Source: an optimization exercise on an open RTL-to-GDS flow (aim: small area and few clock cycles per item). Production flows keep margins and buffers that such runs may drop.
RTL that was checked went through simulation tests only; none was proved equivalent to the original.

==> v28: inputs <==
==> flow/design.v (excerpt) <==
module mul_op #(parameter INPUTS = 2,
		parameter OUTPUTS = 1,
		parameter DATA_IN_SIZE = 32,
		parameter DATA_OUT_SIZE = 32)
		(
		input clk,
		input rst,
		input [INPUTS * (DATA_IN_SIZE)- 1 : 0]data_in_bus,
		input [INPUTS - 1 : 0]valid_in_bus,
		output [INPUTS - 1 : 0] ready_in_bus,
		output [OUTPUTS * (DATA_OUT_SIZE) - 1 : 0]data_out_bus,
		output [OUTPUTS - 1 : 0]valid_out_bus,
		input 	[OUTPUTS - 1 : 0] ready_out_bus
);
export LEC_CHECK = 0
export ABC_AREA = 1
export CAP_MARGIN = 10
export CORE_MARGIN = 2
export CORE_UTILIZATION = 60
export GPL_TIMING_DRIVEN = 0
export PLACE_DENSITY = 0.75
export SLEW_MARGIN = 10
export SYNTH_HIERARCHICAL = 1
create_clock -name core_clock -period 8.0 [get_ports {clk}]
standard.sh (not shown) runs the stock make flow with config.mk's settings and CLKGATE_MAP_FILE= SYNTH_SCRIPT=/design/flow/synth_recipe.tcl, a recipe that flattens the netlist after the stock synthesis.
==> flow/flow/run.sh <==
#!/bin/bash
# The standard layout (standard.sh) with three changes to how it is made:
#  - ABC's area script for the synthesis's technology mapping is flow/abc_area.script
#    (run from a copy of ORFS's scripts folder that differs only in that file);
#  - the port buffers are made from the smallest buffer cell, buf_1;
#  - clock tree synthesis uses clkbuf_8 for its root and tree buffers and adds no dummy loads.
# The synthesis is otherwise the standard one (synth_recipe.tcl), so the registers
# and their names are the standard synthesis's.
set -euo pipefail
cd "$(dirname "$0")/.."
W=$PWD
rm -rf "$W/scripts_abc"
cp -r "$FLOW_HOME/scripts" "$W/scripts_abc"
cp "$W/flow/abc_area.script" "$W/scripts_abc/abc_area.script"
diff -r "$FLOW_HOME/scripts" "$W/scripts_abc" > scripts_diff.log 2>&1 || true
bash standard.sh "SCRIPTS_DIR=$W/scripts_abc" 'BUFFER_PORTS_ARGS=-buffer_cell sky130_fd_sc_hd__buf_1' \
  'CTS_ARGS=-sink_clustering_enable -repair_clock_nets -root_buf sky130_fd_sc_hd__clkbuf_8 -buf_list sky130_fd_sc_hd__clkbuf_8 -dont_use_dummy_load' finish > standard_sh.log 2>&1 || { tail -50 standard_sh.log; exit 1; }
tail -5 standard_sh.log
ls -l out/final.def
==> flow/flow/abc_area.script <==
strash
dch
amap
topo
==> v26: changes against v28 <==
==> flow/flow/abc_area.script (replaced) <==
strash
dch
map -a
topo
==> comparison table <==
metric                                                                                   v28                       v26
Number of buffer and inverter instances along the worst setup path                         2                         7
Die height                                                                            137 um                    138 um
Status                                                              timing/DRC/antenna clean  timing/DRC/antenna clean
CP endpoint                                                         oehb_buffer.data_reg[31]  oehb_buffer.data_reg[30]
Die Span X                                                                            137 um                    138 um
Number of post-CTS setup repair buffers                                                    4                         7
RD Place Congestion                                                                    0.892                     0.926
Final cell count without fillers                                                       1,640                     1,399
Met1 demand-to-capacity share in global routing                                        50.9%                     46.5%
Worst-case headroom to the max-slew limit                                              40.4%                     39.6%
Avg Synthesized Cell Area                                                          8.30 um^2                 10.3 um^2
Testbench counts of v28, summed over its fixed seeds: cycles 12,008, items 12,000.
Testbench counts of v26, summed over its fixed seeds: cycles 12,008, items 12,000.

---

==> tundra <==
Another version of the RTL of mul_op (not shown whole).
==> flow/config.mk <==
export PLATFORM = sky130hd
export DESIGN_NAME = mul_op
export DESIGN_NICKNAME = mul_op
export VERILOG_FILES = /design/flow/design.v
export SDC_FILE = /design/flow/constraint.sdc
export NUM_CORES = 4
export LEC_CHECK = 0
export ABC_AREA = 1
export CAP_MARGIN = 20
export CORE_MARGIN = 2
export CORE_UTILIZATION = 40
export SLEW_MARGIN = 20
export SYNTH_HIERARCHICAL = 1
==> flow/constraint.sdc <==
create_clock -name core_clock -period 8.0 [get_ports {clk}]
set_input_delay 1.6000 -clock core_clock [delete_from_list [all_inputs] [get_ports {clk}]]
set_output_delay 1.6000 -clock core_clock [all_outputs]
set_load 0.01 [all_outputs]
==> flow/flow/run.sh <==
#!/bin/bash
set -euo pipefail
cd "$(dirname "$0")/.."
bash standard.sh 'BUFFER_PORTS_ARGS=-buffer_cell sky130_fd_sc_hd__buf_1' finish > standard_sh.log 2>&1 || { tail -50 standard_sh.log; exit 1; }
tail -5 standard_sh.log
ls -l out/final.def
==> sierra (differences from tundra) <==
--- a/flow/design.v
+++ b/flow/design.v
@@ -686,123 +686,109 @@
   wire pg6 = g[6] | (t[6] & pg5);
   wire pp6 = t[6] & pp5;
   wire pg7 = g[7] | (t[7] & pg6);
   wire pp7 = t[7] & pp6;
   wire pg8 = g[8] | (t[8] & pg7);
   wire pp8 = t[8] & pp7;
-  wire pg9 = g[10] | (t[10] & g[9]);
-  wire pp9 = t[10] & t[9];
-  wire pg10 = g[12] | (t[12] & g[11]);
-  wire pp10 = t[12] & t[11];
-  wire pg11 = g[14] | (t[14] & g[13]);
-  wire pp11 = t[14] & t[13];
-  wire pg12 = g[16] | (t[16] & g[15]);
-  wire pp12 = t[16] & t[15];
-  wire pg13 = g[18] | (t[18] & g[17]);
-  wire pp13 = t[18] & t[17];
-  wire pg14 = g[20] | (t[20] & g[19]);
-  wire pp14 = t[20] & t[19];
-  wire pg15 = g[22] | (t[22] & g[21]);
-  wire pp15 = t[22] & t[21];
-  wire pg16 = g[24] | (t[24] & g[23]);
-  wire pp16 = t[24] & t[23];
-  wire pg17 = g[26] | (t[26] & g[25]);
-  wire pp17 = t[26] & t[25];
-  wire pg18 = g[28] | (t[28] & g[27]);
-  wire pp18 = t[28] & t[27];
-  wire pg19 = g[30] | (t[30] & g[29]);
-  wire pp19 = t[30] & t[29];
-  wire pg20 = pg9 | (pp9 & pg8);
-  wire pp20 = pp9 & pp8;
-  wire pg21 = pg11 | (pp11 & pg10);
-  wire pp21 = pp11 & pp10;
-  wire pg22 = pg13 | (pp13 & pg12);
-  wire pp22 = pp13 & pp12;
-  wire pg23 = pg15 | (pp15 & pg14);
-  wire pp23 = pp15 & pp14;
+  wire pg9 = g[9] | (t[9] & pg8);
+  wire pp9 = t[9] & pp8;
+  wire pg10 = g[10] | (t[10] & pg9);
+  wire pp10 = t[10] & pp9;
+  wire pg11 = g[11] | (t[11] & pg10);
+  wire pp11 = t[11] & pp10;
+  wire pg12 = g[12] | (t[12] & pg11);
+  wire pp12 = t[12] & pp11;
+  wire pg13 = g[13] | (t[13] & pg12);
+  wire pp13 = t[13] & pp12;
+  wire pg14 = g[14] | (t[14] & pg13);
+  wire pp14 = t[14] & pp13;
+  wire pg15 = g[15] | (t[15] & pg14);
+  wire pp15 = t[15] & pp14;
+  wire pg16 = g[16] | (t[16] & pg15);
+  wire pp16 = t[16] & pp15;
+  wire pg17 = g[18] | (t[18] & g[17]);
+  wire pp17 = t[18] & t[17];
+  wire pg18 = g[20] | (t[20] & g[19]);
+  wire pp18 = t[20] & t[19];
+  wire pg19 = g[22] | (t[22] & g[21]);
+  wire pp19 = t[22] & t[21];
+  wire pg20 = g[24] | (t[24] & g[23]);
+  wire pp20 = t[24] & t[23];
+  wire pg21 = g[26] | (t[26] & g[25]);
+  wire pp21 = t[26] & t[25];
+  wire pg22 = g[28] | (t[28] & g[27]);
+  wire pp22 = t[28] & t[27];
+  wire pg23 = g[30] | (t[30] & g[29]);
+  wire pp23 = t[30] & t[29];
   wire pg24 = pg17 | (pp17 & pg16);
   wire pp24 = pp17 & pp16;
   wire pg25 = pg19 | (pp19 & pg18);
   wire pp25 = pp19 & pp18;
   wire pg26 = pg21 | (pp21 & pg20);
   wire pp26 = pp21 & pp20;
   wire pg27 = pg23 | (pp23 & pg22);
   wire pp27 = pp23 & pp22;
   wire pg28 = pg25 | (pp25 & pg24);
   wire pp28 = pp25 & pp24;
   wire pg29 = pg27 | (pp27 & pg26);
   wire pp29 = pp27 & pp26;
-  wire pg30 = pg28 | (pp28 & pg29);
-  wire pp30 = pp28 & pp29;
-  wire pg31 = pg22 | (pp22 & pg26);
-  wire pp31 = pp22 & pp26;
-  wire pg32 = pg24 | (pp24 & pg29);
-  wire pp32 = pp24 & pp29;
-  wire pg33 = pg10 | (pp10 & pg20);
-  wire pp33 = pp10 & pp20;
-  wire pg34 = pg12 | (pp12 & pg26);
-  wire pp34 = pp12 & pp26;
-  wire pg35 = pg14 | (pp14 & pg31);
-  wire pp35 = pp14 & pp31;
-  wire pg36 = pg16 | (pp16 & pg29);
-  wire pp36 = pp16 & pp29;
-  wire pg37 = pg18 | (pp18 & pg32);
-  wire pp37 = pp18 & pp32;
-  wire pg38 = g[9] | (t[9] & pg8);
-  wire pp38 = t[9] & pp8;
-  wire pg39 = g[11] | (t[11] & pg20);
-  wire pp39 = t[11] & pp20;
-  wire pg40 = g[13] | (t[13] & pg33);
-  wire pp40 = t[13] & pp33;
-  wire pg41 = g[15] | (t[15] & pg26);
-  wire pp41 = t[15] & pp26;
-  wire pg42 = g[17] | (t[17] & pg34);
-  wire pp42 = t[17] & pp34;
-  wire pg43 = g[19] | (t[19] & pg31);
-  wire pp43 = t[19] & pp31;
-  wire pg44 = g[21] | (t[21] & pg35);
-  wire pp44 = t[21] & pp35;
-  wire pg45 = g[23] | (t[23] & pg29);
-  wire pp45 = t[23] & pp29;
-  wire pg46 = g[25] | (t[25] & pg36);
-  wire pp46 = t[25] & pp36;
-  wire pg47 = g[27] | (t[27] & pg32);
-  wire pp47 = t[27] & pp32;
-  wire pg48 = g[29] | (t[29] & pg37);
-  wire pp48 = t[29] & pp37;
+  wire pg30 = pg29 | (pp29 & pg28);
+  wire pp30 = pp29 & pp28;
+  wire pg31 = pg26 | (pp26 & pg28);
+  wire pp31 = pp26 & pp28;
+  wire pg32 = pg18 | (pp18 & pg24);
+  wire pp32 = pp18 & pp24;
+  wire pg33 = pg20 | (pp20 & pg28);
+  wire pp33 = pp20 & pp28;
+  wire pg34 = pg22 | (pp22 & pg31);
+  wire pp34 = pp22 & pp31;
+  wire pg35 = g[17] | (t[17] & pg16);
+  wire pp35 = t[17] & pp16;
+  wire pg36 = g[19] | (t[19] & pg24);
+  wire pp36 = t[19] & pp24;
+  wire pg37 = g[21] | (t[21] & pg32);
+  wire pp37 = t[21] & pp32;
+  wire pg38 = g[23] | (t[23] & pg28);
+  wire pp38 = t[23] & pp28;
+  wire pg39 = g[25] | (t[25] & pg33);
+  wire pp39 = t[25] & pp33;
+  wire pg40 = g[27] | (t[27] & pg31);
+  wire pp40 = t[27] & pp31;
+  wire pg41 = g[29] | (t[29] & pg34);
+  wire pp41 = t[29] & pp34;
   assign p[0] = t[0];
   assign p[1] = t[1] ^ g[0];
   assign p[2] = t[2] ^ pg1;
   assign p[3] = t[3] ^ pg2;
   assign p[4] = t[4] ^ pg3;
   assign p[5] = t[5] ^ pg4;
   assign p[6] = t[6] ^ pg5;
   assign p[7] = t[7] ^ pg6;
   assign p[8] = t[8] ^ pg7;
   assign p[9] = t[9] ^ pg8;
-  assign p[10] = t[10] ^ pg38;
-  assign p[11] = t[11] ^ pg20;
-  assign p[12] = t[12] ^ pg39;
-  assign p[13] = t[13] ^ pg33;
-  assign p[14] = t[14] ^ pg40;
-  assign p[15] = t[15] ^ pg26;
-  assign p[16] = t[16] ^ pg41;
-  assign p[17] = t[17] ^ pg34;
-  assign p[18] = t[18] ^ pg42;
-  assign p[19] = t[19] ^ pg31;
-  assign p[20] = t[20] ^ pg43;
-  assign p[21] = t[21] ^ pg35;
-  assign p[22] = t[22] ^ pg44;
-  assign p[23] = t[23] ^ pg29;
-  assign p[24] = t[24] ^ pg45;
-  assign p[25] = t[25] ^ pg36;
-  assign p[26] = t[26] ^ pg46;
-  assign p[27] = t[27] ^ pg32;
-  assign p[28] = t[28] ^ pg47;
-  assign p[29] = t[29] ^ pg37;
-  assign p[30] = t[30] ^ pg48;
+  assign p[10] = t[10] ^ pg9;
+  assign p[11] = t[11] ^ pg10;
+  assign p[12] = t[12] ^ pg11;
+  assign p[13] = t[13] ^ pg12;
+  assign p[14] = t[14] ^ pg13;
+  assign p[15] = t[15] ^ pg14;
+  assign p[16] = t[16] ^ pg15;
+  assign p[17] = t[17] ^ pg16;
+  assign p[18] = t[18] ^ pg35;
+  assign p[19] = t[19] ^ pg24;
+  assign p[20] = t[20] ^ pg36;
+  assign p[21] = t[21] ^ pg32;
+  assign p[22] = t[22] ^ pg37;
+  assign p[23] = t[23] ^ pg28;
+  assign p[24] = t[24] ^ pg38;
+  assign p[25] = t[25] ^ pg33;
+  assign p[26] = t[26] ^ pg39;
+  assign p[27] = t[27] ^ pg31;
+  assign p[28] = t[28] ^ pg40;
+  assign p[29] = t[29] ^ pg34;
+  assign p[30] = t[30] ^ pg41;
   assign p[31] = t[31] ^ pg30;
 endmodule
 module fa_cell (input a, input b, input ci, output s, output co);
   assign s = a ^ b ^ ci;
   assign co = (a & b) | (a & ci) | (b & ci);
 endmodule
==> garnet (differences from tundra) <==
==> flow/flow/run.sh (replaced) <==
#!/bin/bash
# The standard layout (standard.sh) with two changes to how it is made:
#  - ABC's area script for the synthesis's technology mapping is flow/abc_area.script
#    (run from a copy of ORFS's scripts folder that differs only in that file);
#  - the port buffers are made from the smallest buffer cell, buf_1.
# The synthesis is otherwise the standard one (synth_recipe.tcl), so the registers
# and their names are the standard synthesis's.
set -euo pipefail
cd "$(dirname "$0")/.."
W=$PWD
rm -rf "$W/scripts_abc"
cp -r "$FLOW_HOME/scripts" "$W/scripts_abc"
cp "$W/flow/abc_area.script" "$W/scripts_abc/abc_area.script"
diff -r "$FLOW_HOME/scripts" "$W/scripts_abc" > scripts_diff.log 2>&1 || true
bash standard.sh "SCRIPTS_DIR=$W/scripts_abc" 'BUFFER_PORTS_ARGS=-buffer_cell sky130_fd_sc_hd__buf_1' finish > standard_sh.log 2>&1 || { tail -50 standard_sh.log; exit 1; }
tail -5 standard_sh.log
ls -l out/final.def
==> flow/flow/abc_area.script (new file) <==
strash
dch
amap
topo
==> pepper (differences from tundra) <==
==> flow/flow/run.sh (replaced) <==
#!/bin/bash
# The standard layout (standard.sh) with three changes to how it is made:
#  - ABC's area script for the synthesis's technology mapping is flow/abc_area.script
#    (run from a copy of ORFS's scripts folder that differs only in that file);
#  - the port buffers are made from the smallest buffer cell, buf_1;
#  - clock tree synthesis uses clkbuf_8 for its root and tree buffers and adds no dummy loads.
# The synthesis is otherwise the standard one (synth_recipe.tcl), so the registers
# and their names are the standard synthesis's.
set -euo pipefail
cd "$(dirname "$0")/.."
W=$PWD
rm -rf "$W/scripts_abc"
cp -r "$FLOW_HOME/scripts" "$W/scripts_abc"
cp "$W/flow/abc_area.script" "$W/scripts_abc/abc_area.script"
diff -r "$FLOW_HOME/scripts" "$W/scripts_abc" > scripts_diff.log 2>&1 || true
bash standard.sh "SCRIPTS_DIR=$W/scripts_abc" 'BUFFER_PORTS_ARGS=-buffer_cell sky130_fd_sc_hd__buf_1' \
  'CTS_ARGS=-sink_clustering_enable -repair_clock_nets -root_buf sky130_fd_sc_hd__clkbuf_8 -buf_list sky130_fd_sc_hd__clkbuf_8 -dont_use_dummy_load' finish > standard_sh.log 2>&1 || { tail -50 standard_sh.log; exit 1; }
tail -5 standard_sh.log
ls -l out/final.def
==> flow/flow/abc_area.script (new file) <==
strash
dch
map -a
topo
CORE_UTILIZATION = 75   (was 40)
GPL_TIMING_DRIVEN = 0   (was unset)
PLACE_DENSITY = 0.85   (was unset)
==> notes <==
Between pepper and garnet, the lower global-route usage is in garnet (gap 17 points). garnet passed the timing, design-rule and antenna checks. tundra completed without violations. sierra completed, yet does not pass: setup timing. pepper produced a clean layout. In sequential cell count, garnet and pepper do not differ. Between pepper and garnet, the lower register-to-register slack is in pepper (gap 0.04 ns). Die area, highest first: tundra, sierra, garnet, pepper.
Testbench counts of tundra, summed over its fixed seeds: cycles 12,008, items 12,000.
Testbench counts of garnet, summed over its fixed seeds: cycles 12,008, items 12,000.
Testbench counts of pepper, summed over its fixed seeds: cycles 12,008, items 12,000.
Function not checked in sierra: the RTL went through the layout flow alone.

-- afterwards: timing with drivers on the ports --
The flow's constraints put no driver on any port. The routed layouts listed below were extracted and timed again, unchanged, in two steps.
Step 1 assumes that a clkbuf_16 drives the clock port and a buf_2 every other input.
Step 2 times the ports against the registers' clock, not the clock port: input delays grow and output delays shrink by t, the midpoint of the rising clock arrivals with the driver on.
a / b / c = ideal ports / drivers / drivers and shift; a / b = the first two.
run | t (ns) | setup WS [ns] | worst slew at a driven data input, ns
v28 | 0.354 | 0.169 / 0.080 / -0.275 | 0.17
v26 | 0.357 | 0.203 / 0.212 / -0.145 | 0.07
tundra | 0.325 | 0.609 / 0.630 / 0.306 | 0.03
sierra | 0.327 | -0.761 / -0.775 / -1.101 | 0.07
garnet | 0.344 | 0.431 / 0.456 / 0.113 | 0.05
pepper | 0.364 | 0.189 / 0.199 / -0.165 | 0.05
Met with ideal ports but missed after step 2: setup timing in v28, v26 and pepper. For v28, which loses most, drivers alone change the setup slack by -0.089 ns; drivers and shift together by -0.444 ns.
